Source: an optimization exercise on an open RTL-to-GDS flow (aim: small area and a short achievable clock period). Production flows keep margins and buffers that such runs may drop.
The RTL was checked by simulation tests, not by an equivalence proof against the original design.
Power and IR drop assume default switching activity.

===== flow/design.v =====
module matrix(
	input clk,
	input [16:0] in,
	input [16:0] slope,
	output reg [16:0] out
);
function [255:0] rows;
	input [15:0] s;
	begin
		rows = 256'd0;
		case (s)
		16'h0001: rows[15:0] = 16'hffff;
		16'h0003: rows[31:0] = {16'hff00, 16'h00ff};
		16'h0007: rows[47:0] = {16'h3e00, 16'h01f8, 16'h0007};
		16'h000f: rows[63:0] = {16'h7800, 16'h0780, 16'h0078, 16'h0007};
		16'h001f: rows[79:0] = {16'h7000, 16'h0e00, 16'h01e0, 16'h001c, 16'h0003};
		16'h003f: rows[95:0] = {16'h6000, 16'h1c00, 16'h0380, 16'h0060, 16'h001c, 16'h0003};
		16'h007f: rows[111:0] = {16'h6000, 16'h1800, 16'h0600, 16'h01c0, 16'h0030, 16'h000c, 16'h0003};
		16'h00ff: rows[127:0] = {16'hc000, 16'h3000, 16'h0c00, 16'h0300, 16'h00c0, 16'h0030, 16'h000c, 16'h0003};
		16'h01ff: rows[143:0] = {16'hc000, 16'h3000, 16'h0c00, 16'h0200, 16'h0180, 16'h0060, 16'h0018, 16'h0006, 16'h0001};
		16'h03ff: rows[159:0] = {16'hc000, 16'h2000, 16'h1800, 16'h0600, 16'h0100, 16'h00c0, 16'h0020, 16'h0018, 16'h0006, 16'h0001};
		16'h07ff: rows[175:0] = {16'hc000, 16'h2000, 16'h1800, 16'h0400, 16'h0200, 16'h0180, 16'h0040, 16'h0030, 16'h0008, 16'h0006, 16'h0001};
		16'h0fff: rows[191:0] = {16'h8000, 16'h6000, 16'h1000, 16'h0800, 16'h0600, 16'h0100, 16'h0080, 16'h0060, 16'h0010, 16'h0008, 16'h0006, 16'h0001};
		16'h1fff: rows[207:0] = {16'h8000, 16'h6000, 16'h1000, 16'h0800, 16'h0400, 16'h0200, 16'h0180, 16'h0040, 16'h0020, 16'h0010, 16'h000c, 16'h0002, 16'h0001};
		16'h3fff: rows[223:0] = {16'h8000, 16'h4000, 16'h2000, 16'h1800, 16'h0400, 16'h0200, 16'h0100, 16'h0080, 16'h0040, 16'h0020, 16'h0018, 16'h0004, 16'h0002, 16'h0001};
		16'h7fff: rows[239:0] = {16'h8000, 16'h4000, 16'h2000, 16'h1000, 16'h0800, 16'h0400, 16'h0200, 16'h0180, 16'h0040, 16'h0020, 16'h0010, 16'h0008, 16'h0004, 16'h0002, 16'h0001};
		16'hffff: rows = {16'h8000, 16'h4000, 16'h2000, 16'h1000, 16'h0800, 16'h0400, 16'h0200, 16'h0100, 16'h0080, 16'h0040, 16'h0020, 16'h0010, 16'h0008, 16'h0004, 16'h0002, 16'h0001};
		default: rows = 256'd0;
		endcase
	end
endfunction
wire [255:0] r = rows(slope[15:0]);
wire [15:0] prod;
genvar k;
generate for (k = 0; k < 16; k = k + 1) begin : g
	assign prod[k] = |(in[15:0] & r[16*k +: 16]);
end endgenerate
always @(posedge clk) begin
	out[15:0] <= prod;
	out[16] <= in[16] ^ slope[16];
end
endmodule
module matrix_t(
	input clk,
	input [16:0] in,
	input [16:0] slope,
	output reg sign,
	output reg [4:0] count
);
wire [15:0] w = slope[15:0];
wire valid = w[0] & (&(w[14:0] | ~w[15:1]));
wire [16:0] we = {1'b0, w};
wire [16:1] dec;
wire [15:0] o;
genvar n;
generate for (n = 1; n <= 16; n = n + 1) begin : d
	assign dec[n] = valid & we[n-1] & ~we[n];
end endgenerate
assign o[0] = (dec[1] & in[0])
	| (dec[2] & in[0])
	| (dec[3] & in[0])
	| (dec[4] & in[0])
	| (dec[5] & in[0])
	| (dec[6] & in[0])
	| (dec[7] & in[0])
	| (dec[8] & in[0])
	| (dec[9] & in[0])
	| (dec[10] & in[0])
	| (dec[11] & in[0])
	| (dec[12] & in[0])
	| (dec[13] & in[0])
	| (dec[14] & in[0])
	| (dec[15] & in[0])
	| (dec[16] & in[0]);
assign o[1] = (dec[2] & in[8])
	| (dec[3] & in[3])
	| (dec[4] & in[3])
	| (dec[5] & in[2])
	| (dec[6] & in[2])
	| (dec[7] & in[2])
	| (dec[8] & in[2])
	| (dec[9] & in[1])
	| (dec[10] & in[1])
	| (dec[11] & in[1])
	| (dec[12] & in[1])
	| (dec[13] & in[1])
	| (dec[14] & in[1])
	| (dec[15] & in[1])
	| (dec[16] & in[1]);
assign o[2] = (dec[3] & in[9])
	| (dec[4] & in[7])
	| (dec[5] & in[5])
	| (dec[6] & in[5])
	| (dec[7] & in[4])
	| (dec[8] & in[4])
	| (dec[9] & in[3])
	| (dec[10] & in[3])
	| (dec[11] & in[3])
	| (dec[12] & in[3])
	| (dec[13] & in[2])
	| (dec[14] & in[2])
	| (dec[15] & in[2])
	| (dec[16] & in[2]);
assign o[3] = (dec[4] & in[11])
	| (dec[5] & in[9])
	| (dec[6] & in[7])
	| (dec[7] & in[6])
	| (dec[8] & in[6])
	| (dec[9] & in[5])
	| (dec[10] & in[5])
	| (dec[11] & in[4])
	| (dec[12] & in[4])
	| (dec[13] & in[4])
	| (dec[14] & in[3])
	| (dec[15] & in[3])
	| (dec[16] & in[3]);
assign o[4] = (dec[5] & in[12])
	| (dec[6] & in[10])
	| (dec[7] & in[9])
	| (dec[8] & in[8])
	| (dec[9] & in[7])
	| (dec[10] & in[6])
	| (dec[11] & in[6])
	| (dec[12] & in[5])
	| (dec[13] & in[5])
	| (dec[14] & in[5])
	| (dec[15] & in[4])
	| (dec[16] & in[4]);
assign o[5] = (dec[6] & in[13])
	| (dec[7] & in[11])
	| (dec[8] & in[10])
	| (dec[9] & in[9])
	| (dec[10] & in[8])
	| (dec[11] & in[7])
	| (dec[12] & in[7])
	| (dec[13] & in[6])
	| (dec[14] & in[6])
	| (dec[15] & in[5])
	| (dec[16] & in[5]);
assign o[6] = (dec[7] & in[13])
	| (dec[8] & in[12])
	| (dec[9] & in[10])
	| (dec[10] & in[9])
	| (dec[11] & in[9])
	| (dec[12] & in[8])
	| (dec[13] & in[7])
	| (dec[14] & in[7])
	| (dec[15] & in[6])
	| (dec[16] & in[6]);
assign o[7] = (dec[8] & in[14])
	| (dec[9] & in[12])
	| (dec[10] & in[11])
	| (dec[11] & in[10])
	| (dec[12] & in[9])
	| (dec[13] & in[9])
	| (dec[14] & in[8])
	| (dec[15] & in[7])
	| (dec[16] & in[7]);
assign o[8] = (dec[9] & in[14])
	| (dec[10] & in[13])
	| (dec[11] & in[11])
	| (dec[12] & in[11])
	| (dec[13] & in[10])
	| (dec[14] & in[9])
	| (dec[15] & in[9])
	| (dec[16] & in[8]);
assign o[9] = (dec[10] & in[14])
	| (dec[11] & in[13])
	| (dec[12] & in[12])
	| (dec[13] & in[11])
	| (dec[14] & in[10])
	| (dec[15] & in[10])
	| (dec[16] & in[9]);
assign o[10] = (dec[11] & in[14])
	| (dec[12] & in[13])
	| (dec[13] & in[12])
	| (dec[14] & in[11])
	| (dec[15] & in[11])
	| (dec[16] & in[10]);
assign o[11] = (dec[12] & in[15])
	| (dec[13] & in[13])
	| (dec[14] & in[13])
	| (dec[15] & in[12])
	| (dec[16] & in[11]);
assign o[12] = (dec[13] & in[15])
	| (dec[14] & in[14])
	| (dec[15] & in[13])
	| (dec[16] & in[12]);
assign o[13] = (dec[14] & in[15])
	| (dec[15] & in[14])
	| (dec[16] & in[13]);
assign o[14] = (dec[15] & in[15])
	| (dec[16] & in[14]);
assign o[15] = (dec[16] & in[15]);
integer i;
reg [4:0] c;
always @(*) begin
	c = 5'd0;
	for (i = 0; i < 16; i = i + 1)
		if (o[i])
			c = i + 1;
end
always @(posedge clk) begin
	sign <= in[16] ^ slope[16];
	count <= c;
end
endmodule
module add_core(
	input [16:0] in,
	input [4:0] ic,
	input [32:0] t,
	input [5:0] tc,
	output hold,
	output sign,
	output [31:0] res
);
wire si = in[16];
wire st = t[32];
wire opp = si ^ st;
wire ile = {1'b0, ic} <= tc;
wire ieq = {1'b0, ic} == tc;
wire [6:0] base = opp ? {tc, 1'b0} + 7'd16 : 7'd16;
wire [6:0] sd = base - {2'b0, ic};
wire [5:0] s = (opp & ile) ? {1'b0, ic} + 6'd16 : sd[5:0];
wire [48:0] x = {st, t[31:0], {16{opp}}};
wire [48:0] xs = x >> s;
assign hold = opp & ((st & ieq) | (~st & ~ile & (sd[5:0] == 6'd16)));
assign sign = opp ? (ile ? st : si) : si;
assign res = xs[31:0] | (opp ? 32'd0 : {15'd0, in});
endmodule
module sort16(
	input [15:0] v,
	output [15:0] t
);
wire s0h = v[0] | v[1];
wire s0l = v[0] & v[1];
wire s1h = v[2] | v[3];
wire s1l = v[2] & v[3];
wire s2h = s0h | s1h;
wire s2l = s0h & s1h;
wire s3h = s0l | s1l;
wire s3l = s0l & s1l;
wire s4h = s3h | s2l;
wire s4l = s3h & s2l;
wire s5h = v[4] | v[5];
wire s5l = v[4] & v[5];
wire s6h = v[6] | v[7];
wire s6l = v[6] & v[7];
wire s7h = s5h | s6h;
wire s7l = s5h & s6h;
wire s8h = s5l | s6l;
wire s8l = s5l & s6l;
wire s9h = s8h | s7l;
wire s9l = s8h & s7l;
wire s10h = s2h | s7h;
wire s10l = s2h & s7h;
wire s11h = s4l | s9l;
wire s11l = s4l & s9l;
wire s12h = s11h | s10l;
wire s12l = s11h & s10l;
wire s13h = s4h | s9h;
wire s13l = s4h & s9h;
wire s14h = s3l | s8l;
wire s14l = s3l & s8l;
wire s15h = s14h | s13l;
wire s15l = s14h & s13l;
wire s16h = s13h | s12h;
wire s16l = s13h & s12h;
wire s17h = s15h | s12l;
wire s17l = s15h & s12l;
wire s18h = s15l | s11l;
wire s18l = s15l & s11l;
wire s19h = v[8] | v[9];
wire s19l = v[8] & v[9];
wire s20h = v[10] | v[11];
wire s20l = v[10] & v[11];
wire s21h = s19h | s20h;
wire s21l = s19h & s20h;
wire s22h = s19l | s20l;
wire s22l = s19l & s20l;
wire s23h = s22h | s21l;
wire s23l = s22h & s21l;
wire s24h = v[12] | v[13];
wire s24l = v[12] & v[13];
wire s25h = v[14] | v[15];
wire s25l = v[14] & v[15];
wire s26h = s24h | s25h;
wire s26l = s24h & s25h;
wire s27h = s24l | s25l;
wire s27l = s24l & s25l;
wire s28h = s27h | s26l;
wire s28l = s27h & s26l;
wire s29h = s21h | s26h;
wire s29l = s21h & s26h;
wire s30h = s23l | s28l;
wire s30l = s23l & s28l;
wire s31h = s30h | s29l;
wire s31l = s30h & s29l;
wire s32h = s23h | s28h;
wire s32l = s23h & s28h;
wire s33h = s22l | s27l;
wire s33l = s22l & s27l;
wire s34h = s33h | s32l;
wire s34l = s33h & s32l;
wire s35h = s32h | s31h;
wire s35l = s32h & s31h;
wire s36h = s34h | s31l;
wire s36l = s34h & s31l;
wire s37h = s34l | s30l;
wire s37l = s34l & s30l;
wire s38h = s10h | s29h;
wire s38l = s10h & s29h;
wire s39h = s17l | s36l;
wire s39l = s17l & s36l;
wire s40h = s39h | s38l;
wire s40l = s39h & s38l;
wire s41h = s16l | s35l;
wire s41l = s16l & s35l;
wire s42h = s18l | s37l;
wire s42l = s18l & s37l;
wire s43h = s42h | s41l;
wire s43l = s42h & s41l;
wire s44h = s41h | s40h;
wire s44l = s41h & s40h;
wire s45h = s43h | s40l;
wire s45l = s43h & s40l;
wire s46h = s43l | s39l;
wire s46l = s43l & s39l;
wire s47h = s16h | s35h;
wire s47l = s16h & s35h;
wire s48h = s18h | s37h;
wire s48l = s18h & s37h;
wire s49h = s48h | s47l;
wire s49l = s48h & s47l;
wire s50h = s17h | s36h;
wire s50l = s17h & s36h;
wire s51h = s14l | s33l;
wire s51l = s14l & s33l;
wire s52h = s51h | s50l;
wire s52l = s51h & s50l;
wire s53h = s50h | s49h;
wire s53l = s50h & s49h;
wire s54h = s52h | s49l;
wire s54l = s52h & s49l;
wire s55h = s52l | s48l;
wire s55l = s52l & s48l;
wire s56h = s47h | s44h;
wire s56l = s47h & s44h;
wire s57h = s53h | s44l;
wire s57l = s53h & s44l;
wire s58h = s53l | s45h;
wire s58l = s53l & s45h;
wire s59h = s54h | s45l;
wire s59l = s54h & s45l;
wire s60h = s54l | s46h;
wire s60l = s54l & s46h;
wire s61h = s55h | s46l;
wire s61l = s55h & s46l;
wire s62h = s55l | s42l;
wire s62l = s55l & s42l;
assign t = {s51l, s62l, s62h, s61l, s61h, s60l, s60h, s59l, s59h, s58l, s58h, s57l, s57h, s56l, s56h, s38h};
endmodule
module squish_sigmoid(
	input [32:0] in,
	output [7:0] lv
);
wire [15:0] dq = in[15:0];
wire [15:0] pq;
genvar i;
generate for (i = 0; i < 16; i = i + 1) begin : p
	assign pq[i] = in[2*i] | in[2*i+1];
end endgenerate
wire dth = &(~dq[15:1] | dq[14:0]);
wire pth = &(~pq[15:1] | pq[14:0]);
wire [15:0] tl, th;
sort16 sl(.v(in[15:0]), .t(tl));
sort16 sh(.v(in[31:16]), .t(th));
wire [15:0] th_r;
generate for (i = 0; i < 16; i = i + 1) begin : r
	assign th_r[i] = th[15 - i];
end endgenerate
wire big = |(tl & th_r);
wire [7:0] dlv = !dth ? 8'd0 :
	!in[32] ? {dq[3:0], 4'b1111} : {5'd0, dq[0] & ~dq[1], dq[0] & ~dq[2], dq[0] & ~dq[3]};
wire [7:0] plv = {8{pth & ~in[32]}};
assign lv = big ? plv : dlv;
endmodule
module xortally_net(
	input clk,
	input rst,
	input [16:0] x1,
	input [16:0] x2,
	input [16:0] w1,
	input [16:0] w2,
	input [16:0] w3,
	input [16:0] w4,
	input [16:0] w5,
	input [16:0] w6,
	input [16:0] b1,
	input [16:0] b2,
	input [16:0] b3,
	output [16:0] h1,
	output [16:0] h2,
	output [16:0] y
);
wire [7:0] lv1, lv2, lv3;
hidden n1(.clk(clk), .rst(rst), .xa(x1), .wa(w1), .xb(x2), .wb(w2), .b(b1), .lv(lv1));
hidden n2(.clk(clk), .rst(rst), .xa(x1), .wa(w3), .xb(x2), .wb(w4), .b(b2), .lv(lv2));
outer n3(.clk(clk), .rst(rst), .la(lv1), .wa(w5), .lb(lv2), .wb(w6), .b(b3), .lv(lv3));
assign h1 = {1'b0, lv1[7], lv1[6], {2{lv1[5]}}, {4{lv1[4]}}, {4{lv1[3]}}, {2{lv1[2]}}, lv1[1], lv1[0]};
assign h2 = {1'b0, lv2[7], lv2[6], {2{lv2[5]}}, {4{lv2[4]}}, {4{lv2[3]}}, {2{lv2[2]}}, lv2[1], lv2[0]};
assign y = {1'b0, lv3[7], lv3[6], {2{lv3[5]}}, {4{lv3[4]}}, {4{lv3[3]}}, {2{lv3[2]}}, lv3[1], lv3[0]};
endmodule
module hidden(
	input clk,
	input rst,
	input [16:0] xa,
	input [16:0] wa,
	input [16:0] xb,
	input [16:0] wb,
	input [16:0] b,
	output [7:0] lv
);
function [4:0] pc16;
	input [15:0] v;
	integer i;
	begin
		pc16 = 5'd0;
		for (i = 0; i < 16; i = i + 1)
			pc16 = pc16 + v[i];
	end
endfunction
function [4:0] tcount16;
	input [15:0] t;
	reg [16:0] h;
	begin
		h = {t, 1'b1} & ~{1'b0, t};    
		tcount16[4] = h[16];
		tcount16[3] = |h[15:8];
		tcount16[2] = |{h[15:12], h[7:4]};
		tcount16[1] = |{h[15:14], h[11:10], h[7:6], h[3:2]};
		tcount16[0] = |{h[15], h[13], h[11], h[9], h[7], h[5], h[3], h[1]};
	end
endfunction
function [5:0] pc32;
	input [31:0] v;
	integer i;
	begin
		pc32 = 6'd0;
		for (i = 0; i < 32; i = i + 1)
			pc32 = pc32 + v[i];
	end
endfunction
wire [16:0] ma, mb;
matrix m_a(.clk(clk), .in(xa), .slope(wa), .out(ma));
matrix m_b(.clk(clk), .in(xb), .slope(wb), .out(mb));
wire [4:0] ca = pc16(ma[15:0]);
reg s1;
reg [15:0] p1;
reg [4:0] c1;
wire h2n, s2n;
wire [31:0] t2n;
reg s2;
reg [31:0] t2;
wire [15:0] mbt;
sort16 mbs(.v(mb[15:0]), .t(mbt));
add_core a2(.in(mb), .ic(tcount16(mbt)), .t({s1, 16'd0, p1}), .tc({1'b0, c1}), .hold(h2n), .sign(s2n), .res(t2n));
wire h3n, s3n;
wire [31:0] t3n;
reg [32:0] t3;
wire [15:0] t2l, t2h;
sort16 tsl(.v(t2[15:0]), .t(t2l));
sort16 tsh(.v(t2[31:16]), .t(t2h));
wire [5:0] tc2 = tcount16(t2l) + tcount16(t2h);
wire [15:0] bt;
sort16 bs(.v(b[15:0]), .t(bt));
add_core a3(.in(b), .ic(tcount16(bt)), .t({s2, t2}), .tc(tc2), .hold(h3n), .sign(s3n), .res(t3n));
squish_sigmoid ss(.in(t3), .lv(lv));
always @(posedge clk) begin
	if (rst) begin
		s1 <= 1'b0;
		p1 <= 16'd0;
		c1 <= 5'd0;
		s2 <= 1'b0;
		t2 <= 32'd0;
		t3 <= 33'd0;
	end else begin
		s1 <= ma[16] & (ca != 5'd0);
		p1 <= ma[16] ? ~(16'hffff << ca) : ma[15:0];
		c1 <= ca;
		if (!h2n) begin
			s2 <= s2n;
			t2 <= t2n;
		end
		if (!h3n)
			t3 <= {s3n, t3n};
	end
end
endmodule
module outer(
	input clk,
	input rst,
	input [7:0] la,
	input [16:0] wa,
	input [7:0] lb,
	input [16:0] wb,
	input [16:0] b,
	output [7:0] lv
);
function [4:0] pc16;
	input [15:0] v;
	integer i;
	begin
		pc16 = 5'd0;
		for (i = 0; i < 16; i = i + 1)
			pc16 = pc16 + v[i];
	end
endfunction
function [4:0] tcount16;
	input [15:0] t;
	reg [16:0] h;
	begin
		h = {t, 1'b1} & ~{1'b0, t};    
		tcount16[4] = h[16];
		tcount16[3] = |h[15:8];
		tcount16[2] = |{h[15:12], h[7:4]};
		tcount16[1] = |{h[15:14], h[11:10], h[7:6], h[3:2]};
		tcount16[0] = |{h[15], h[13], h[11], h[9], h[7], h[5], h[3], h[1]};
	end
endfunction
wire [16:0] ha = {1'b0, la[7], la[6], {2{la[5]}}, {4{la[4]}}, {4{la[3]}}, {2{la[2]}}, la[1], la[0]};
wire [16:0] hb = {1'b0, lb[7], lb[6], {2{lb[5]}}, {4{lb[4]}}, {4{lb[3]}}, {2{lb[2]}}, lb[1], lb[0]};
wire sa, sb;
wire [4:0] ca, cb;
matrix_t m_a(.clk(clk), .in(ha), .slope(wa), .sign(sa), .count(ca));
matrix_t m_b(.clk(clk), .in(hb), .slope(wb), .sign(sb), .count(cb));
reg s7;
reg [4:0] c7;
reg s8, pv8;
reg [5:0] m8;
reg [3:0] p8;
reg h8n, s8n, pv8n;
reg [5:0] m8n;
reg [3:0] p8n;
reg [5:0] dd;
always @(*) begin
	h8n = 1'b0;
	s8n = sb;
	m8n = {1'b0, c7} + {1'b0, cb};
	pv8n = 1'b0;
	p8n = 4'd0;
	dd = {c7, 1'b0} - {1'b0, cb};
	if (sb == s7) begin
		pv8n = sb && m8n <= 6'd16;
	end else if (sb) begin
		if (cb > c7) begin
			h8n = {1'b0, cb} == {c7, 1'b0};
			s8n = 1'b1;
			m8n = cb - c7;
		end else begin
			s8n = 1'b0;
			m8n = c7 - cb;
		end
	end else begin
		if (cb > c7) begin
			s8n = 1'b0;
			m8n = cb - c7;
			pv8n = {c7, 1'b0} > {1'b0, cb};
			p8n = 4'd0 - dd[3:0];
		end else begin
			h8n = cb == c7;
			s8n = 1'b1;
			m8n = c7 - cb;
			pv8n = cb != 5'd0;
			p8n = 4'd0 - cb[3:0];
		end
	end
end
wire [31:0] t8 = ~(32'hffffffff << m8) | ({31'd0, pv8} << {1'b1, p8});
wire h9n, s9n;
wire [31:0] t9n;
reg [32:0] t9;
wire [15:0] bt;
sort16 bs(.v(b[15:0]), .t(bt));
add_core a9(.in(b), .ic(tcount16(bt)), .t({s8, t8}), .tc(m8 + pv8), .hold(h9n), .sign(s9n), .res(t9n));
squish_sigmoid ss(.in(t9), .lv(lv));
always @(posedge clk) begin
	if (rst) begin
		s7 <= 1'b0;
		c7 <= 5'd0;
		s8 <= 1'b0;
		m8 <= 6'd0;
		pv8 <= 1'b0;
		p8 <= 4'd0;
		t9 <= 33'd0;
	end else begin
		s7 <= sa & (ca != 5'd0);
		c7 <= ca;
		if (!h8n) begin
			s8 <= s8n;
			m8 <= m8n;
			pv8 <= pv8n;
			p8 <= p8n;
		end
		if (!h9n)
			t9 <= {s9n, t9n};
	end
end
endmodule

===== flow/flow/run.sh =====
#!/bin/bash
# The standard layout (standard.sh, which runs the ORFS make targets and
# keeps each step's log under orfs/logs), with the port buffers that ORFS's
# buffer_ports adds taken from the smallest buffer cell instead of the one it
# picks itself. Everything else, synthesis included, is the standard flow.
set -o pipefail
export BUFFER_PORTS_ARGS="-buffer_cell sky130_fd_sc_hd__buf_1"
bash standard.sh > standard.log 2>&1

===== flow/standard.sh =====
#!/bin/bash
# synth_recipe.tcl (not shown) runs the flow's synth.tcl, then flattens the netlist and writes it again
# the make line also repeats each setting of config.mk as NAME=value (left out here)
make -C /OpenROAD-flow-scripts/flow DESIGN_CONFIG=/design/flow/config.mk WORK_HOME=/design/flow/orfs CLKGATE_MAP_FILE= SYNTH_SCRIPT=/design/flow/synth_recipe.tcl "${@:-finish}"

===== flow/config.mk =====
export PLATFORM = sky130hd
export DESIGN_NAME = xortally_net
export DESIGN_NICKNAME = xortally_net
export VERILOG_FILES = /design/flow/design.v
export SDC_FILE = /design/flow/constraint.sdc
export NUM_CORES = 4
export LEC_CHECK = 0
export ABC_AREA = 1
export CAP_MARGIN = 20
export CORE_MARGIN = 2
export CORE_UTILIZATION = 45
export SETUP_SLACK_MARGIN = 4
export SLEW_MARGIN = 20

===== flow/constraint.sdc =====
create_clock -name core_clock -period 11.0 [get_ports {clk}]
set_input_delay 2.2000 -clock core_clock [delete_from_list [all_inputs] [get_ports {clk}]]
set_output_delay 2.2000 -clock core_clock [all_outputs]
set_load 0.01 [all_outputs]

==> results list, run 1 <==
- Across the routed clock network, the largest skew measured is 0.0270 ns.
- Beginning of the worst register-to-register path: n1.t2[14]
* Synthesized area per cell: roughly 5.3 um^2
- For this configuration, the core starts out at a cell density of 0.452.
* Layout Nets: roughly 8200
- The wire-length estimate of the detail-placed layout is approximately 120 mm.
- Number of maximum-capacitance violations: 0
- Among all stages on the critical path, the largest delay is contributed by fa_1.
* Final WL: 147 mm
- For this design, the CTS-stage hold fixing added 0 buffers.
- Once layout is done, the placed cells without fillers occupy about 45000 um^2.
- Clock-pin transition on the worst setup and hold timing paths: 0.06 ns
- The max-slew violation total from the final report came to 0.
* Clock Path Buffers: 3
- Area after detailed placement: ~43000 um^2
- CTS sink count: 307
- Total CTS buffers: 39
- The tree is rooted in a clkbuf_16.
- Maximum number of pins on one net before global-route repair: 93
- Total global-route track usage: 0.298
- For the final routed database, the setup TNS stands at 0 ns.
* Setup CP Type: flop to flop
- For this run, the top clock speed supported by timing is ~150 MHz.
- Headroom to the max-slew limit: 0.295
* Endpoints failing setup: 0
* Post-route DRC: 0
- Sort of element at the start of the critical path: flop
- FFs w/ async S/R, synth: 0
- Number of enable flip-flop cells after synthesis: 0
- Area growth syn-to-layout: 7.96%
- Input and output buffers added on the ports amount to between 200 and 250.
- Before antenna repair, the detailed router went through 8 iterations.
* Routed vias: 50100
* Type of destination of the critical path: flop
* Worst min-delay path category: flop to flop
- In the finished design, the share of the clock period the worst path needs comes to 0.605.
* Worst ir drop on vdd: 0.231 mV
- The flow ran to the end and the layout has no timing, DRC or antenna violations.
- I/O pin count: between 200 and 250
- Routability-driven placement finished with a final weighted congestion of 0.974.
- Layout cell share with drive strength beyond 1: 0.0467
- Leakage power total: ~22 nW
* Transition time of the tightest slew-check pin: 1.06 ns
- Power spread over the standard cell area amounts to between 200 and 250 nW/um^2.
* Synth Warn #: 4
- For the worst setup path, the data required time is 11.42 ns.
- The startpoint identified for the worst hold timing path is n3.m_a.count[1].
- The sequential cells in the finished layout cover a total of between 6000 and 7000 um^2.
- Gate Count Post-Synth: 7853
- In this run the remaining antenna-violating nets after routing total 0.
- Once layout is complete, the cells apart from fillers number around 9000.
- On the worst path, the slowest cell contributes a delay of 0.47 ns.
* Hold Vio Cnt, Final: 0
- Measured along the x axis, the die boundary spans approximately 310 um.
* Sequential element share of the synthesized area: 0.149
- Setup repair after global routing left no endpoint under its margin.
- Counting I/O delays and the setup requirement, the final critical path takes around 6.7 ns.
* Dpl cells: 9018
- In this run the core area contains roughly 110 standard-cell rows.
* CTS tree: done
- Fillers: 10300
- At the later pin of the worst-skew pair, clock insertion delay measures 0.60 ns.
- Placeable core area: just over 90000 um^2
* Number of H-tree levels: 2
- In this run the vertical extent of the chip is between 300 and 400 um.
- The first global-routing pass estimated about 230 mm of wire.
- After global routing the overflow that remains totals 0.
* Antenna violations before repair: 7
* Critical Path Start: n1.t2[14]
- The cell area that synthesis handed to floorplanning was 41300 um^2.
- Worst hold slack across all endpoints: around 0.42 ns
* Detail-routed net length per standard cell: around 16 um
* Multi-input combinational cell area: 29700 um^2
- Number of distinct library cells after synthesis: 75
* Number of synthesized register bits: just over 300
* Most instantiated flip-flop cell in the synthesis netlist: dfxtp_1
- Vias in the first global route: 44700
- Using the TritonRoute via totals, the vias-per-cell ratio works out to 5.49.
- The detailed router finished its first iteration with approximately 4700 violations.
* DIE AREA: 94300 um^2
- Highest fanout seen on the critical path: 32
* Crit path arrival time: between 7 and 8 ns
## cell usage after synthesis (all sizes together), types with 27 or more instances
library cell | count | area share
inv | 1150 | 0.10
nor2 | 945 | 0.087
nand3 | 643 | 0.078
o21ai | 680 | 0.083
o211ai | 51 | 0.0093
clkbuf | 145 | 0.013
or2 | 104 | 0.016
a21oi | 388 | 0.048
nor3 | 142 | 0.018
nand2 | 2381 | 0.22
ha | 99 | 0.030
nor4 | 59 | 0.0089
dfxtp | 307 | 0.15
o221ai | 27 | 0.0057
buf | 144 | 0.021
o22ai | 155 | 0.024
nand4 | 117 | 0.018
fa | 30 | 0.015
## state kept, by name, indices dropped and copies added, names as in the netlist, 17 cells and up
signal      cells
n1.m_a.out     17
n1.m_b.out     17
n1.t2          32
n1.t3          33
n2.m_a.out     17
n2.m_b.out     17
n2.t2          32
n2.t3          33
n3.t9          33
## power by group
group          leakage, nW  total (mW)  internal (mW)  switching [mW]
clock network        0.646        1.36          0.797           0.563
logic                 18.7        6.48           2.08            4.40
registers             2.52        1.49           1.29           0.208
total                 21.9        9.34           4.16            5.17
## path summary, 6_finish.rpt
check,endpoint,slack [ns],cells past startpoint
worst max register to register,n1.t3[24],4.35,37
worst max-delay path,n1.t3[24],4.35,37
worst min-delay path,n3.c7[1],0.42,2
worst min register to register,n3.c7[1],0.42,2
## cells in the final DEF (no fill, tap or decap), drive strengths merged, types with 14 or more instances in the layout
master	Yosys	routed
xnor2	15	15
a21oi	388	388
and2	16	16
nand3b	14	14
or2	104	104
ha	99	99
nor4	59	59
dfxtp	307	307
nand4	117	117
o2111ai	24	24
a221oi	26	26
clkbuf	145	57
buf	144	285
nor2	945	945
clkinv	9	16
a211oi	26	26
o221ai	27	27
fa	30	30
o22ai	155	155
nand2	2381	2383
nor3	142	142
xor2	21	21
nand3	643	643
inv	1150	1150
o211ai	51	51
o21bai	15	15
o21ai	680	680
a31oi	23	23
## layout make-up
class                           count  share of cell area
Tap cell                         1186              0.0333
Antenna cell                        6            0.000336
Clock buffer                       52              0.0243
Clock inverter                     17             0.00536
Inverter                         1159              0.0986
Sequential cell                   307               0.139
Multi-Input combinational cell   6102               0.666
Timing Repair Buffer              290              0.0328
Timing Repair inverter              3            0.000449
## worst max-delay path: cells and delay by family, from the launching register on
| kind | cells | cell delay [ns] |
|---|---|---|
| compound gates | 11 | 1.70 |
| simple gates | 14 | 2.41 |
| xor+xnor | 1 | 0.17 |
| fa+ha+maj | 3 | 1.07 |
| flops | 1 | 0.43 |
| buf+inv | 8 | 0.69 |
## logic make-up (layout without fill, tap and decap cells)
logic type | after synthesis | after routing | synth area share
mux | 13 | 13 | 0.00315
compound gates | 1480 | 1480 | 0.206
fa+ha+maj | 129 | 129 | 0.0445
buf+inv | 1448 | 1521 | 0.139
simple gates | 4439 | 4441 | 0.451
other cells | 1 | 9 | 0.0000907
flops | 307 | 307 | 0.149
xor+xnor | 36 | 36 | 0.00781
## stage by stage
stage / utilization / total power, mW / setup WS [ns]
after floorplan: - / 6.09 / 4.96
after global placement: 0.466 / 7.45 / 2.86
after detailed placement: 0.466 / 7.47 / 2.77
after CTS: 0.481 / 8.91 / 3.99
after global routing: 0.488 / 10.2 / 3.95
final: 0.488 / 9.34 / 4.35
## per-layer routing
layer | up-vias | wire length [um] | track usage | part of all wire
met5 | - | 11 | 0 | 0.000075
met4 | 2 | 3730 | 0.0784 | 0.025
met3 | 247 | 9770 | 0.0265 | 0.067
met2 | 1787 | 65700 | 0.490 | 0.45
met1 | 22400 | 67600 | 0.417 | 0.46
li1 | 25700 | - | - | -
## timing repair
| action | in CTS | in global routing |
|---|---|---|
| buffers inserted | 2 | 18 |
| pin swaps | 1 | 15 |
| gates cloned | 4 | 5 |
| endpoints found under the setup margin | 57 | 96 |
| resized for setup | 16 | 138 |
==> run 2: changes to the inputs <==
--- a/flow/design.v
+++ b/flow/design.v
@@ -362,2 +362,46 @@
 endmodule
+module sort8(
+	input [7:0] v,
+	output [7:0] t
+);
+wire s0h = v[0] | v[1];
+wire s0l = v[0] & v[1];
+wire s1h = v[2] | v[3];
+wire s1l = v[2] & v[3];
+wire s2h = s0h | s1h;
+wire s2l = s0h & s1h;
+wire s3h = s0l | s1l;
+wire s3l = s0l & s1l;
+wire s4h = s3h | s2l;
+wire s4l = s3h & s2l;
+wire s5h = v[4] | v[5];
+wire s5l = v[4] & v[5];
+wire s6h = v[6] | v[7];
+wire s6l = v[6] & v[7];
+wire s7h = s5h | s6h;
+wire s7l = s5h & s6h;
+wire s8h = s5l | s6l;
+wire s8l = s5l & s6l;
+wire s9h = s8h | s7l;
+wire s9l = s8h & s7l;
+wire s10h = s2h | s7h;
+wire s10l = s2h & s7h;
+wire s11h = s4l | s9l;
+wire s11l = s4l & s9l;
+wire s12h = s11h | s10l;
+wire s12l = s11h & s10l;
+wire s13h = s4h | s9h;
+wire s13l = s4h & s9h;
+wire s14h = s3l | s8l;
+wire s14l = s3l & s8l;
+wire s15h = s14h | s13l;
+wire s15l = s14h & s13l;
+wire s16h = s13h | s12h;
+wire s16l = s13h & s12h;
+wire s17h = s15h | s12l;
+wire s17l = s15h & s12l;
+wire s18h = s15l | s11l;
+wire s18l = s15l & s11l;
+assign t = {s14l, s18l, s18h, s17l, s17h, s16l, s16h, s10h};
+endmodule
 module squish_sigmoid(
@@ -368,2 +412,3 @@
 wire [15:0] pq;
+wire [7:0] full;
 genvar i;
@@ -372,7 +417,11 @@
 end endgenerate
+generate for (i = 0; i < 8; i = i + 1) begin : f
+	assign full[i] = in[2*i] & in[2*i+1];
+end endgenerate
 wire dth = &(~dq[15:1] | dq[14:0]);
 wire pth = &(~pq[15:1] | pq[14:0]);
-wire [15:0] tl, th;
-sort16 sl(.v(in[15:0]), .t(tl));
+wire [15:0] th;
+wire [7:0] tf;
 sort16 sh(.v(in[31:16]), .t(th));
+sort8 sf(.v(full), .t(tf));
 wire [15:0] th_r;
@@ -381,7 +430,6 @@
 end endgenerate
-wire big = |(tl & th_r);
-wire [7:0] dlv = !dth ? 8'd0 :
-	!in[32] ? {dq[3:0], 4'b1111} : {5'd0, dq[0] & ~dq[1], dq[0] & ~dq[2], dq[0] & ~dq[3]};
-wire [7:0] plv = {8{pth & ~in[32]}};
-assign lv = big ? plv : dlv;
+wire big_d = |(dq & th_r);
+wire big_p = th[8] | (|(tf & {th[0], th[1], th[2], th[3], th[4], th[5], th[6], th[7]}));
+wire [7:0] dlv = !in[32] ? {dq[3:0], 4'b1111} : {5'd0, dq[0] & ~dq[1], dq[0] & ~dq[2], dq[0] & ~dq[3]};
+assign lv = dth ? (big_d ? {8{pth & ~in[32]}} : dlv) : {8{pth & ~in[32] & big_p}};
 endmodule
==> run 2 against run 1 <==
Still clean on timing, DRC and antenna. Sequential share of layout area is 0.50 points higher. Clock skew is 0.00098 ns higher. Die area is 3.7% lower. Core utilization hardly changed. Wire length is 6.4% lower. Design area is 3.7% lower. Via count is 4.3% lower. Maximum frequency is 1.4% higher. Power is 4.5% lower. Final cell count is 5.0% lower. Largest power group unchanged.
==> results list, run 2 <==
- Cell taking the most area after synthesis: nand2_1
- Count of hold-fix buffers inserted at cts: 0
* I/O pin count: between 200 and 250
- Skew-Pair Late Insertion Delay: ~0.58 ns
- The mapped netlist covers a little under 40000 um^2.
- After synthesis, the share of flip-flops with an asynchronous set or reset is 0.
* Most used cells in the layout excluding fill and tap cells: nand2_1, inv_1, nor2_1, o21ai_0, nand3_1
* Sequential cell area: between 6000 and 7000 um^2
* Count of TritonRoute iterations in the first routing pass: 6
* Part of the power in combinational logic: 0.679
* Setup repair after global routing missed its margin: false
* Root buffer selected by CTS: clkbuf_16
- Reg-to-reg slack, setup: roughly 4.5 ns
* Remaining antenna violation count: 0
- Fin crit share: 0.597
- STA classifies the critical path endpoint as an output port.
- CTS sink count: ~310
- Measured on the finished design, the core utilization comes to 0.489.
* Vertical die dimension: between 300 and 400 um
* Largest registers in the final layout: n1.t3 x33, n2.t3 x33, n3.t9 x33
- The count of buffers added on input and output ports is 236.
- Clock Path Buffers: 3
- After routing the design area is about 43000 um^2.
- Antenna diode count: 0
- STA classifies the critical path startpoint as a flop.
* Met3 demand-to-capacity share in global routing: 0.0251
- Entering global routing, the biggest net connects 95 pins.
- Transition time of the tightest slew-check pin: approximately 1.0 ns
- Leakage power total: roughly 21 nW
* Delay contributed by the slowest stage of the critical path: 0.61 ns
- Counting the buffers created by CTS gives 40.
- Layout Nets: 7790
- Layer with the highest usage after global routing: met2
* Cell chain of the critical path: nor2_1, nor2_1, or2_2, nand2_1, o211ai_1, or2_2, nor2_1, nand2_1, nand2_1, nand4_1, a2111oi_0, nand2_1, o21ai_0, nand2_1, nand2_1, inv_1, a21oi_1, buf_1
- Clock-pin transition on the worst setup and hold timing paths: 0.06 ns
- Headroom to the max-slew limit: 0.302
- Endpoints failing setup: 0
- For this run, the number of Yosys warnings is 4.
- Using the TritonRoute via totals, the vias-per-cell ratio works out to 5.53.
- Number of synthesized register bits: just over 300
* Synth cell count leaders: nand2_1, inv_1, nor2_1, o21ai_0, nand3_1
- Multi-input combinational cell area: 28300 um^2
* Routability congestion estimate: 0.970
- Final WL: about 140 mm
* Layout cell share with drive strength beyond 1: 0.0491
* Met2 track demand over resource: 0.493
- Clock skew on the completed layout was measured at roughly 0.028 ns.
- Along the worst path, the maximum fanout reaches 7.
- TritonCTS built the clock tree.
- Number of H-tree levels: 2
- The worst setup path is of the flop to output port kind.
- In the synthesized netlist the dominant register cell turns out to be dfxtp_1.
* Sequential cell fraction of total power: 0.171
- By instance count, the cell type seen most on the critical path is nand2_1.
* Routing usage on met1: 0.384
- Min Clock Period, post-route: around 6.6 ns
- Sequential element share of the synthesized area: 0.155
- Power spread over the standard cell area amounts to 207 nW/um^2.
* Number of enable flip-flop cells after synthesis: 0
* Area after detailed placement: a little over 40000 um^2
- For this run, design rule violations remaining after detail routing come to 0.
- Routed vias: roughly 48000
- Violation count after the first detailed-route iteration: approximately 4900
- Total global-route track usage: 0.289
- Status: timing/DRC/antenna clean
- DIE AREA: slightly above 90000 um^2
- Hold Vio Cnt, Final: 0
- Worst hold slack across all endpoints: approximately 0.48 ns
- The tool flagged a number of max-cap violations equal to 0.
* Placeable core area: a little under 90000 um^2
* Fillers: between 9000 and 10000
- Of the post-synthesis cell area, the dominant cell type holds 0.203.
- Of the total power, the share spent switching nets is 0.552.
- After detailed routing, the average wire length per cell comes to between 15 and 20 um.
- Crit path arrival time: approximately 4.4 ns
- Synthesis produced 7419 cells.
* Row Count: about 110
* Total count of max-transition violations in the final report: 0
- Slowest library cell on the worst path: a2111oi_0
- The first global-routing pass estimated 219 mm of wire.
- The HPWL after detailed placement is about 110 mm.
* P_sw: ~5 mW
- Synthesized area per cell: roughly 5.4 um^2
* Synth top area cells: nand2_1, dfxtp_1, inv_1, nor2_1, o21ai_0
* Overall overflow remaining after global route: 0
- Total Negative Setup Slacks: 0 ns
- Vias in the first global route: 42700
- The library cell used most frequently in the layout, excluding fill and tap cells, is nand2_1.
- Derived from the worst setup path, the maximum achievable clock frequency is about 150 MHz.
- The worst hold path belongs to the class flop to flop.
* Number of distinct library cells after synthesis: 75
- Power Total: 8.91 mW
- The floorplan step set the die width to roughly 300 um.
- Area growth syn-to-layout: 8.08%
- Initial Util: 0.452
* Antenna violations before repair: 2
- Most used standard cell by instance count after synthesis: nand2_1
* Worst ir drop on vdd: around 0.20 mV
- Internal portion of total power: between 3 and 4 mW
* Data required time at the worst endpoint: ~9 ns
- Of the total power, the clock network draws 0.150.
[run 2: cell count changes after synthesis, sizes merged, moves of 29 or more]
cell / previous run / this run
o22ai: 155 / 184
nand3: 643 / 460
o21ai: 680 / 738
nor2: 945 / 858
inv: 1150 / 1114
o211ai: 51 / 80
a21oi: 388 / 353
nand2: 2381 / 2163
[run 2: per-stage QoR]
step / instances / setup WS (ns)
floorplan: 7421 / 4.74
global placement: 8576 / 3.19
detailed placement: 8576 / 3.10
CTS: 8649 / 4.02
global route: 8667 / 3.98
finish: 8667 / 4.44
[run 2: area by class of cell]
cell class	instances	share of cell area
well taps	1165	0.0339
inverters	1132	0.100
clock buffers	51	0.0254
multi-input cells	5711	0.659
clock inverters	21	0.00608
flip-flops and latches	307	0.144
repair buffers	280	0.0316
[run 2: what timing repair did]
action | CTS | global route
endpoints found under the setup margin | 61 | 97
pin swaps | 1 | 19
buffers inserted | 1 | 12
resized for setup | 13 | 140
gates cloned | 0 | 6
endpoints found under the hold margin | 0 | 0
[run 2: worst max-delay path, delay by kind of cell (launching register included)]
kind	cells	cell delay, ns
buf+inv	2	0.32
simple gates	12	1.88
compound gates	4	1.25
flops	1	0.32
[run 2: kinds of logic (layout without fill, tap and decap cells)]
family | Yosys count | count (layout) | share of synthesized area
flops | 307 | 307 | 0.155
compound gates | 1594 | 1595 | 0.233
buf+inv | 1405 | 1484 | 0.140
xor+xnor | 38 | 38 | 0.00912
simple gates | 3930 | 3931 | 0.413
mux | 15 | 15 | 0.00377
fa+ha+maj | 129 | 129 | 0.0462
other cells | 1 | 3 | 0.0000943
[run 2: power by group through the flow]
stage,clock network (mW),logic [mW],registers [mW]
finish,1.34,6.05,1.52
global route,1.42,6.75,1.54
CTS,1.37,5.53,1.51
detailed placement,0,5.48,1.54
global placement,0,5.48,1.54
floorplan,0,4.26,1.43
[run 2: worst paths after layout]
kind	from	to	cells past startpoint
hold / removal	n3.t9[25]	n3.t9[25]	2
setup / recovery	n3.t9[24]	y[11]	18
hold reg to reg	n3.t9[25]	n3.t9[25]	2
setup reg to reg	n1.t2[4]	n1.t3[4]	36
[run 2: layer usage]
metal	wire [um]	up-vias
met5	11	-
met4	4370	2
met3	8160	287
met2	63800	1741
met1	61200	21400
li1	-	24500
==> run 3: changes to the inputs <==
--- a/flow/config.mk
+++ b/flow/config.mk
@@ -11,2 +11,3 @@
 export CORE_UTILIZATION = 45
+export PLACE_DENSITY = 0.75
 export SETUP_SLACK_MARGIN = 4
==> run 3 against run 2 <==
Setup slack worse by 0.083 ns. Critical endpoint is now n3.t9[7]. Highest routed layer is now met4. Hold slack worse by 0.0080 ns. Flip-flop and latch count unchanged. Sequential power about the same.
==> results list, run 3 <==
* Routed vias: 48500
- Largest registers in the final layout: n1.t3 x33, n2.t3 x33, n3.t9 x33
- Cell internal power was estimated by the tool at ~4 mW.
- Number of enable flip-flop cells after synthesis: 0
- Type of destination of the critical path: flop
* P_sw: between 4 and 5 mW
- Of all flip-flops after synthesis, the portion carrying an async set or reset was 0.
- The die is roughly 300 um wide.
* Root buffer selected by CTS: clkbuf_16
* Achievable Freq: roughly 150 MHz
- Leaving out fill and tap cells, the most frequent cell in the layout is nand2_1.
* Overall overflow remaining after global route: 0
- Synth cell count leaders: nand2_1, inv_1, nor2_1, o21ai_0, nand3_1
* Layout Nets: about 7800
* CTS sink count: roughly 310
- Antenna violations before repair: 0
* Antenna diode count: 0
- Summed over all nets, wire length on met2 after detailed routing comes to ~60 mm.
* Clock Path Buffers: 3
- Crit path arrival time: just over 7 ns
- Total Negative Setup Slacks: 0 ns
- The tool flagged a number of max-cap violations equal to 0.
- The final hold violation count was 0.
- Violation count after the first detailed-route iteration: between 4000 and 5000
- Post-synthesis instance area: 39800 um^2
- Row Count: between 100 and 150
- Data required time at the worst endpoint: about 12 ns
- Of the total power, combinational logic draws 0.666.
- Of the total power, registers draw 0.172.
- The filler cells instantiated in the layout total ~9500.
* Routability congestion estimate: slightly below 1
- Combined buffer and inverter count along the critical path: 9
- Setup CP Type: primary input to flop
- Count of TritonRoute iterations in the first routing pass: 7
- Most used cells in the layout excluding fill and tap cells: nand2_1, inv_1, nor2_1, o21ai_0, nand3_1
* Reg-to-reg slack, setup: around 4.4 ns
- In this run the critical register-to-register path is captured at n1.t3[11].
- Leakage power total: between 20 and 25 nW
- The compound-gate portion of the synthesized area came to 0.233.
- Proportion of synthesized area in mux cells: 0.00378
- Summing all multi-input logic gate instances after layout gives approximately 28000 um^2.
- Main combinational cell family by area after synthesis: simple AND/OR/NAND/NOR gates
* Vertical die dimension: 301 um
* Area share of the largest cell type after synthesis: 0.203
- Number of synthesized register bits: between 300 and 400
- Number of H-tree levels: 2
* Critical Path Start: b3[7]
- Worst min-delay path category: flop to flop
- For the pin with the worst max-slew slack, the measured transition is 0.975 ns.
- Routed length on met1: 58.1 mm
- Maximum number of pins on one net before global-route repair: 78
- Non-Filler Cell Area, Final: between 40000 and 50000 um^2
- After detailed routing, the number of remaining DRC violations is 0.
* Clock-pin transition on the worst setup and hold timing paths: roughly 0.06 ns
- Cell taking the most area after synthesis: nand2_1
* Remaining antenna violation count: 0
- On the worst path, the slowest cell contributes a delay of approximately 0.32 ns.
- Of the total synthesized cell area, the portion taken by XOR and XNOR cells is 0.00912.
- Highest fanout seen on the critical path: 45
* Number of port buffers: 236
- Count of hold-fix buffers inserted at cts: 0
* Cell repeated most along the worst path: nand2_1
- The first global-routing pass estimated approximately 220 mm of wire.
- The worst register-to-register path has a depth of 37.
- Area after detailed placement: between 40000 and 50000 um^2
* Timing endpoint of the critical path: n3.t9[7]
- Worst clock skew: around 0.056 ns
- Broken down by cell family, the worst path's largest delay share belongs to simple AND/OR/NAND/NOR gates.
* Vias in the first global route: ~44000
* Most used standard cell by instance count after synthesis: nand2_1
- Half-perimeter wire length after placement: roughly 110 mm
- CTS tree: done
- Highest metal layer with signal wires: met4
* Layout cell share with drive strength beyond 1: 0.0486
- Setup repair after global routing missed its margin: true
* Sequential cell area: 6180 um^2
- Power per cell area: 205 nW/um^2
- In the synthesized netlist the dominant register cell turns out to be dfxtp_1.
- Worst ir drop on vdd: between 0.2 and 0.25 mV
* Slowest library cell on the worst path: nor3_2
- Detail-routed net length per standard cell: approximately 16 um
- Yosys printed 4 warnings.
- Synthesized area per cell: ~5.4 um^2
- The netlist uses 75 different library cells.
- Synth top area cells: nand2_1, dfxtp_1, inv_1, nor2_1, o21ai_0
- The routed design has roughly 130 mm of wire.
- Summed over all nets, wire length on met3 after detailed routing comes to approximately 10 mm.
* Initial Util: 0.452
* Part of the power in the clock network: 0.161
* Area share of and/or/nand/nor cells after synthesis: 0.413
- Avg Vias per Cell: 5.59
- Total count of max-transition violations in the final report: 0
- Clock tree synthesis inserted a total of 40 buffers.
- Net switching fraction of the power: 0.546
* DIE AREA: 90800 um^2
- For the finished layout, the period the worst path requires is roughly 6.6 ns.
- For the worst-skew pair, the clock arrives at the later sink with an insertion delay of approximately 0.60 ns.
- Setup violations remaining at the end of the flow were counted as 0.
* Headroom to the max-slew limit: 0.344
- Beginning of the worst register-to-register path: n1.t2[26]
* Fin crit share: 0.604
- Total global-route track usage: 0.285
* Sort of element at the start of the critical path: primary input
- The cell count after synthesis came out at around 7400.
- Placeable core area: between 80000 and 90000 um^2
- Sequential element share of the synthesized area: 0.155
* Path length in cells of the critical path: 33
- For this design the top-level I/O count stands at 240.
- The flow ran to the end and the layout has no timing, DRC or antenna violations.
- Area growth syn-to-layout: 8.20%
* Post-synthesis adder-cell area fraction: 0.0462
==> run 3: cell count changes in the layout (fill, tap and decap cells not counted), moves of 3 or more <==
| cell | previous run | this run |
|---|---|---|
| o21ai_2 | 34 | 19 |
| o21ai_0 | 503 | 512 |
| dfxtp_2 | 16 | 24 |
| clkinvlp_4 | 4 | 11 |
| dfxtp_1 | 290 | 283 |
| o21ai_1 | 195 | 202 |
| clkinv_4 | 4 | 1 |
| nor3_4 | 3 | 0 |
==> run 3: cell type report <==
class / count / area share
inverters: 1132 / 0.100
clock inverters: 22 / 0.00785
repair buffers: 279 / 0.0317
flip-flops and latches: 307 / 0.144
multi-input cells: 5712 / 0.657
clock buffers: 51 / 0.0251
well taps: 1165 / 0.0339
repair inverters: 2 / 0.000349
==> run 3: stage by stage <==
stage / total power [mW] / std cells / utilization / setup slack (ns) / hold slack, ns
global placement: 6.83 / 8576 / 0.467 / 3.05 / 0.463
CTS: 8.37 / 8651 / 0.484 / 4.02 / 0.473
floorplan: 5.69 / 7421 / - / 4.74 / 0.400
finish: 8.84 / 8670 / 0.489 / 4.35 / 0.470
global route: 9.63 / 8670 / 0.489 / 3.94 / 0.492
detailed placement: 6.87 / 8576 / 0.467 / 2.99 / 0.467
==> run 3: worst min-delay path by stage <==
stage	startpoint	endpoint	depth (start not counted)
after detailed placement	n2.m_a.out[15]	n2.p1[15]	2
after global routing	n2.m_a.out[15]	n2.p1[15]	2
after global placement	n2.m_a.out[15]	n2.p1[15]	2
after CTS	n2.m_a.out[15]	n2.p1[15]	2
final	n2.m_a.out[15]	n2.p1[15]	2
after floorplan	n3.m_a.count[1]	n3.c7[1]	2
==> run 3: per-layer routing <==
layer	track usage	vias to the layer above
met3	0.0292	403
li1	-	24500
met1	0.370	21400
met4	0.119	0
met5	0	-
met2	0.479	2148
==> run 3: power groups by stage <==
| stage | combinational (mW) | clock (mW) | sequential, mW |
|---|---|---|---|
| after floorplan | 4.26 | 0 | 1.43 |
| after CTS | 5.41 | 1.45 | 1.51 |
| final | 5.89 | 1.43 | 1.53 |
| after detailed placement | 5.33 | 0 | 1.54 |
| after global routing | 6.60 | 1.49 | 1.54 |
| after global placement | 5.29 | 0 | 1.54 |
==> run 3: worst min-delay path: stages (launching register included) <==
cell     delay, ns
dfxtp_1       0.31
nand2_1       0.06
a21oi_1       0.06
==> run 3: kinds of logic (layout without fill, tap and decap cells) <==
group	count (synthesis)	count (layout)
compound gates	1594	1596
xor+xnor	38	38
flops	307	307
mux	15	15
other cells	1	3
buf+inv	1405	1486
fa+ha+maj	129	129
simple gates	3930	3931
==> run 3: timing repair <==
action,4_1_cts,5_1_grt
buffers inserted,1,11
pin swaps,1,20
cloned,1,8
endpoints found under the setup margin,91,96
gates resized for setup,13,130
==> run 4: changes to the inputs <==
--- a/flow/config.mk
+++ b/flow/config.mk
@@ -12,3 +12,3 @@
 export PLACE_DENSITY = 0.75
-export SETUP_SLACK_MARGIN = 4
+export SETUP_SLACK_MARGIN = 4.5
 export SLEW_MARGIN = 20
==> run 4 against run 3 <==
Still clean on timing, DRC and antenna. Register-to-register slack gained 0.28 ns. Setup slack gained 0.35 ns. Clock-buffer cell count is the same. Final cell count grew 0.43%. Die area is the same. Flip-flop and latch count is the same.
==> results list, run 4 <==
- Number of H-tree levels: 2
- On the final layout, the worst hold slack is 0.472 ns.
- Initial Util: 0.452
- The first global-routing pass estimated between 200 and 250 mm of wire.
- The congestion estimate from routability-driven global placement came to 0.978.
- In the layout the commonest cells are nand2_1, inv_1, nor2_1, o21ai_0, nand3_1.
* Avg Vias per Cell: ~5.6
- For the final routed database, the setup TNS stands at 0 ns.
- Among all flip-flop cells after synthesis, the most frequent one is dfxtp_1.
* Antenna violations before repair: 0
- After detailed routing, the number of remaining DRC violations is 0.
- Clock tree synthesis inserted a total of 40 buffers.
- TritonCTS built the clock tree.
- Detail-routed net length per standard cell: ~16 um
- Total global-route track usage: 0.286
* FFs w/ async S/R, synth: 0
- VDD sags by at most ~0.19 mV.
* Maximum number of pins on one net before global-route repair: 78
- In this run the deepest clock path goes through 3 buffers.
- Vertical die dimension: between 300 and 400 um
- Remaining antenna violation count: 0
- Together, buffers and inverters on the worst path number 6.
* Routed vias: 49100
* Layout cell share with drive strength beyond 1: 0.0705
- Tracing the worst setup path back leads to its startpoint at n2.t2[16].
- Achievable Freq: between 150 and 200 MHz
- Setup CP Type: flop to flop
- Min Clock Period, post-route: ~6.3 ns
- The tree is rooted in a clkbuf_16.
* Start point of the worst hold path: n2.m_a.out[15]
- Vias in the first global route: about 44000
- Synth cell count leaders: nand2_1, inv_1, nor2_1, o21ai_0, nand3_1
- DIE AREA: 90800 um^2
- Top cell family by delay on the critical path: simple AND/OR/NAND/NOR gates
- Leakage power total: about 21 nW
- Antenna diode count: 0
- Fin crit share: 0.572
- Setup repair after global routing could not meet its margin everywhere.
* Number of synthesized register bits: 307
* Most common library cell in the layout ignoring fill and taps: nand2_1
* Worst clock skew: roughly 0.055 ns
- The largest registers in the layout are n1.t3 x33, n2.t3 x33, n3.t9 x33.
- Yosys instantiated no cell more often than nand2_1.
- Power per cell area: 212 nW/um^2
- CTS sink count: ~310
- The net count of the finished layout is 7829.
* Number of enable flip-flop cells after synthesis: 0
- The Yosys step of the flow raised 4 warnings.
- In the post-synthesis netlist, the biggest area contributors are nand2_1, dfxtp_1, inv_1, nor2_1, o21ai_0.
- At the later pin of the worst-skew pair, clock insertion delay measures 0.60 ns.
- Max-cap violations in this run came to 0.
- Sequential element share of the synthesized area: 0.155
- Total count of max-transition violations in the final report: 0
- The share of total power dissipated in combinational logic is 0.683.
- Delay contributed by the slowest stage of the critical path: 0.38 ns
- Setup violations remaining at the end of the flow were counted as 0.
- The worst setup path is captured at a flop.
* Crit path arrival time: 6.79 ns
- Worst min-delay path category: flop to flop
- During I/O placement, the number of pins put on the boundary was 240.
* Highest fanout seen on the critical path: 24
- Internal portion of total power: about 4.3 mW
* Data required time at the worst endpoint: around 12 ns
- Count of TritonRoute iterations in the first routing pass: 10
* Synthesized area per cell: approximately 5.4 um^2
* Fillers: 9314
- Beginning of the worst register-to-register path: n2.t2[16]
- Sort of element at the start of the critical path: flop
- Gate Count Post-Synth: 7419
- From left edge to right edge, the die measures between 300 and 400 um.
- The final hold violation count came to 0.
- Number of port buffers: between 200 and 250
- Of the post-synthesis cell area, the dominant cell type holds 0.203.
- P_sw: just over 5 mW
- The region available for standard cell placement spans 88000 um^2.
* Row Count: around 110
* Clock-pin transition on the worst setup and hold timing paths: around 0.06 ns
- The run finished with no timing, DRC or antenna violations.
- Overall overflow remaining after global route: 0
- Net switching fraction of the power: 0.541
- Of the total power, the clock network draws 0.153.
* Half-perimeter wire length after placement: approximately 110 mm
- In this run the cell area of the synthesized design comes to 39800 um^2.
* Violation count after the first detailed-route iteration: between 5000 and 6000
* Number of distinct library cells after synthesis: 75
* Headroom to the max-slew limit: 0.369
- Of the total power, registers draw 0.164.
* Final WL: approximately 140 mm
- Cell taking the most area after synthesis: nand2_1
* Slowest library cell on the worst path: nor4_2
- For the pin with the worst max-slew slack, the measured transition is 0.939 ns.
- From synthesis to final layout, the design area changed by 10.6%.
## run 4: timing repair
item,in CTS,in global routing
resized for setup,76,262
endpoints found under the setup margin,100,138
buffers inserted,4,37
gates cloned,4,13
hold buffers,0,0
pin swaps,9,57
## run 4: path summary, 6_finish.rpt
kind | to | slack [ns] | cells past startpoint
max | n2.t3[16] | 4.71 | 36
min | n2.p1[15] | 0.47 | 2
max reg2reg | n2.t3[16] | 4.71 | 36
min reg2reg | n2.p1[15] | 0.47 | 2
## run 4: layer usage
layer / vias up / global-route usage / share of wire
li1: 24600 / - / -
met5: - / 0 / 0
met3: 410 / 0.0301 / 0.075
met1: 21900 / 0.371 / 0.42
met4: 0 / 0.122 / 0.045
met2: 2210 / 0.481 / 0.46
## run 4: area by class of cell
class                      instances  area, um^2  area share
clock buffer                      51        1080      0.0246
timing repair buffer             312        1730      0.0394
tap                             1165        1460      0.0331
timing repair inverter             3        18.8    0.000427
multi-input combinational       5715       28800       0.655
inverter                        1132        4350      0.0988
clock inverter                    22         338     0.00768
sequential                       307        6220       0.141
## run 4: kinds of logic (layout without fill, tap and decap cells)
family / Yosys count / in the layout / synth area share
flops: 307 / 307 / 0.155
other cells: 1 / 3 / 0.0000943
simple gates: 3930 / 3933 / 0.413
buf+inv: 1405 / 1520 / 0.140
fa+ha+maj: 129 / 129 / 0.0462
xor+xnor: 38 / 38 / 0.00912
mux: 15 / 15 / 0.00377
compound gates: 1594 / 1597 / 0.233
## run 4: per-stage QoR
stage / setup WS (ns) / instances / power [mW] / utilization / area (um^2)
2_1_floorplan: 4.74 / 7421 / 5.69 / - / 39800
3_3_place_gp: 3.05 / 8576 / 6.83 / 0.467 / 41000
3_5_place_dp: 2.99 / 8576 / 6.87 / 0.467 / 41000
4_1_cts: 4.44 / 8657 / 8.50 / 0.486 / 42700
5_1_grt: 4.38 / 8707 / 10.1 / 0.500 / 44000
6_report: 4.71 / 8707 / 9.32 / 0.500 / 44000
## run 4: power groups by stage
stage | logic, mW | clock network, mW | registers, mW
after global placement | 5.29 | 0 | 1.54
final | 6.37 | 1.43 | 1.53
after CTS | 5.54 | 1.45 | 1.51
after global routing | 7.05 | 1.49 | 1.54
after floorplan | 4.26 | 0 | 1.43
after detailed placement | 5.33 | 0 | 1.54
## run 4: tightest hold or removal path, delay by kind of cell, from the launching register on
kind	cells	cell delay, ns
AOI/OAI and AO/OA	1	0.06
DFF	1	0.31
and+or+nand+nor	1	0.06
==> run 5: changes to the inputs <==
--- a/flow/config.mk
+++ b/flow/config.mk
@@ -11,3 +11,2 @@
 export CORE_UTILIZATION = 45
-export PLACE_DENSITY = 0.75
 export SETUP_SLACK_MARGIN = 4.5
==> run 5 against run 4 <==
Still clean. Clock skew is 0.027 ns lower. Critical path depth down 4. Synthesized area unchanged. Sequential share of layout area fell by 0.077 points. Combinational power grew 4.2%. Synthesized cell count is the same. Critical endpoint is now n1.t3[32].
==> results list, run 5 <==
* Fillers: between 9000 and 10000
- Antenna violations before repair: 3
* Number of maximum-capacitance violations: 0
- Once layout is complete, the utilization of the core stands at 0.505.
- The most numerous cell type found on the critical path is buf_4.
- Counting both buffers and inverters, the worst setup path holds a total of 16.
* CTS tree: done
- From bottom edge to top edge, the die measures ~300 um.
- Count of hold-fix buffers inserted at cts: 0
- Depth of the worst register-to-register path: 38
- Most common library cell in the layout ignoring fill and taps: nand2_1
* Clock Path Buffers: 3
* Highest fanout seen on the critical path: 4
- In this run the tightest slew margin relative to its limit is 0.296.
- Setup total negative slack on the finished layout was measured at 0 ns.
- The die covers about 91000 um^2.
- Overall overflow remaining after global route: 0
- Row Count: approximately 110
- Setup slack closes at 4.70 ns.
* Synthesized area per cell: ~5.4 um^2
- Violation count after the first detailed-route iteration: 4500
- The congestion estimate from routability-driven global placement came to 0.970.
* Data required time at the worst endpoint: 11.46 ns
- Number of synthesized register bits: just over 300
* Number of cells traversed by the worst hold path: 2
- STA classifies the critical path endpoint as a flop.
- Detail-routed net length per standard cell: between 15 and 20 um
- Worst min-delay path category: flop to flop
- The share of total power dissipated in combinational logic is 0.699.
- The biggest area contributor in the post-synthesis netlist is nand2_1.
- Number of port buffers: 236
- Of the post-synthesis cell area, the dominant cell type holds 0.203.
- Hold Vio Cnt, Final: 0
- The largest registers in the layout are n1.t3 x33, n2.t3 x33, n3.t9 x33.
- For this design the ratio of total power to cell area is ~210 nW/um^2.
- Routed vias: between 40000 and 50000
- The finished layout holds 8721 standard cells, fillers aside.
- P_sw: a little over 5 mW
- In this run, placement finished with an instance count of about 8600.
- Post-route DRC: 0
- Area growth syn-to-layout: 11.6%
- Crit path arrival time: roughly 6.8 ns
- Layout Nets: about 7800
- CTS sink count: 307
- Worst ir drop on vdd: ~0.23 mV
- Synth top area cells: nand2_1, dfxtp_1, inv_1, nor2_1, o21ai_0
- Placeable core area: between 80000 and 90000 um^2
* Setup CP Type: primary input to flop
- First-pass GRT wire length: ~220 mm
- Hold worst-path end: n2.t3[23]
- Number of enable flip-flop cells after synthesis: 0
* Avg Vias per Cell: approximately 5.5
* Total CTS buffers: 40
- Final WL: between 100 and 150 mm
* Number of distinct library cells after synthesis: 75
- Count of TritonRoute iterations in the first routing pass: 6
* Root buffer selected by CTS: clkbuf_16
* Synth Warn #: 4
- Min Clock Period, post-route: between 6 and 7 ns
- Initial Util: 0.452
- Setup violations remaining at the end of the flow were counted as 0.
- For this run, the register share of the synthesized area comes to 0.155.
* Start point of the worst hold path: n2.t3[23]
- Detailed placement finished with a half-perimeter wire length of ~110 mm.
- The die is ~300 um wide.
- Vias in the first global route: 43000
- Setup repair after global routing missed its margin: true
- For this design, the slowest cell found on the critical path is ha_1.
* Skew-Pair Late Insertion Delay: roughly 0.58 ns
- Among cell families on the critical path, the largest total delay comes from buffers and inverters.
* End of the worst register-to-register path: n1.t3[32]
- Gate Count Post-Synth: roughly 7400
- Synth cell count leaders: nand2_1, inv_1, nor2_1, o21ai_0, nand3_1
- In this run the number of H-tree levels came out at 2.
- The share of total power dissipated in the clock network is 0.141.
- Post-synthesis instance area: 39800 um^2
- The detail route stage leaves a number of antenna-violating nets equal to 0.
- The max-slew violation total from the final report was 0.
- The run finished with no timing, DRC or antenna violations.
- Most used cells in the layout excluding fill and tap cells: nand2_1, inv_1, nor2_1, o21ai_0, nand3_1
- Beginning of the worst register-to-register path: n1.t2[17]
- The internal portion of the total power is around 4.3 mW.
- Derived from the worst setup path, the maximum achievable clock frequency is about 160 MHz.
- Total power for the finished layout comes to between 9 and 10 mW.
- Of the available clock period, the critical path in the final layout requires 0.573.
* Most instantiated flip-flop cell in the synthesis netlist: dfxtp_1
* Net switching fraction of the power: 0.546
* Leakage power total: 21.2 nW
- The share of total power dissipated in sequential elements is 0.160.
- Yosys instantiated no cell more often than nand2_1.
- Clock-pin transition on the worst setup and hold timing paths: about 0.06 ns
- Sort of element at the start of the critical path: primary input
* Antenna diode count: 0
- I/O pin count: between 200 and 250
- Transition time of the tightest slew-check pin: between 1 and 1.5 ns
* FFs w/ async S/R, synth: 0
* Worst clock skew: 0.0284 ns
* Delay contributed by the slowest stage of the critical path: between 0.2 and 0.3 ns
* Pre-CTS WS: between 3 and 4 ns
* Reg-to-reg slack, setup: 4.77 ns
- Total global-route track usage: 0.292
- Of the cells placed in the final design, the portion with a size suffix greater than 1 is 0.0836.
* Maximum number of pins on one net before global-route repair: 95
==> run 5: how the worst max path moves through the flow <==
stage / startpoint / endpoint / slack [ns] / cells past startpoint
final: b1[13] / n1.t3[32] / 4.70 / 32
after global routing: b2[2] / n2.t3[13] / 4.31 / 37
after global placement: b1[8] / n1.t3[0] / 3.19 / 24
after detailed placement: b1[8] / n1.t3[10] / 3.10 / 27
after floorplan: b1[12] / n1.t3[18] / 4.74 / 31
after CTS: n1.t2[16] / n1.t3[18] / 4.49 / 42
==> run 5: repair_timing <==
action / CTS / global route
cloned: 4 / 8
pin swaps: 18 / 73
resized for setup: 103 / 360
endpoints found under the setup margin: 100 / 149
buffers inserted: 24 / 37
==> run 5: stage by stage <==
step	hold slack (ns)	cell area, um^2
6_report	0.478	44400
5_1_grt	0.492	44400
4_1_cts	0.480	42900
3_5_place_dp	0.471	41000
3_3_place_gp	0.470	41000
2_1_floorplan	0.400	39800
==> run 5: final cells by class <==
| class | count | area (um^2) | share of cell area |
|---|---|---|---|
| multi-input combinational | 5712 | 29100 | 0.655 |
| sequential | 307 | 6240 | 0.141 |
| inverter | 1132 | 4350 | 0.0981 |
| timing repair buffer | 331 | 1900 | 0.0429 |
| tap | 1165 | 1460 | 0.0328 |
| clock buffer | 51 | 1090 | 0.0246 |
| clock inverter | 21 | 262 | 0.00589 |
| timing repair inverter | 2 | 12.5 | 0.000282 |
==> run 5: routing by layer <==
| metal | wire length (um) | up-vias | part of all wire | GRT usage |
|---|---|---|---|---|
| li1 | - | 24600 | - | - |
| met1 | 61100 | 21700 | 0.44 | 0.386 |
| met2 | 65300 | 1802 | 0.47 | 0.500 |
| met3 | 8410 | 305 | 0.060 | 0.0243 |
| met4 | 4430 | 2 | 0.032 | 0.0906 |
| met5 | 11 | - | 0.000079 | 0 |
==> run 5: worst min-delay path, stage by stage (launching register included) <==
cell and delay, ns:
dfxtp_1 0.31, nand2_1 0.06, a21oi_1 0.05
==> run 5: power by group through the flow <==
stage,logic [mW],registers [mW],clock network [mW]
final,6.64,1.52,1.34
after global routing,7.34,1.54,1.42
after CTS,5.82,1.52,1.37
after detailed placement,5.48,1.54,0
after global placement,5.48,1.54,0
after floorplan,4.26,1.43,0
==> run 5: cells by family after synthesis <==
logic type | synth area share
other cells | 0.0000943
mux | 0.00377
compound gates | 0.233
xor+xnor | 0.00912
fa+ha+maj | 0.0462
flops | 0.155
simple gates | 0.413
buf+inv | 0.140

## separate check: timing with driven ports
The flow's constraints put no driver on any port. The routed layouts listed below were extracted and timed again, unchanged, in two steps.
Step 1 sets driving cells, clkbuf_16 on the clock port and buf_2 on the other inputs (assumed; they add their load-dependent delay and slew).
Step 2, shift: input delay + t, output delay - t, t = (earliest + latest rising clock arrival at the registers) / 2. This alone moves slack from input paths to output paths.
Slacks: ideal ports / drivers / drivers and shift; pairs: ideal ports / drivers.
| run | shift t [ns] | setup WS [ns] | worst register clock-pin slew, ns |
|---|---|---|---|
| run 1 | 0.653 | 4.346 / 4.330 / 3.873 | 0.07 / 0.07 |
| run 2 | 0.646 | 4.437 / 4.364 / 3.903 | 0.07 / 0.07 |
| run 3 | 0.647 | 4.355 / 4.369 / 3.755 | 0.07 / 0.07 |
| run 4 | 0.649 | 4.707 / 4.707 / 4.097 | 0.07 / 0.07 |
| run 5 | 0.645 | 4.701 / 4.746 / 4.102 | 0.07 / 0.07 |
After both steps every run listed still meets setup and hold. For run 4, which loses most, drivers alone change the setup slack by 0.000 ns; drivers and shift together by -0.610 ns.
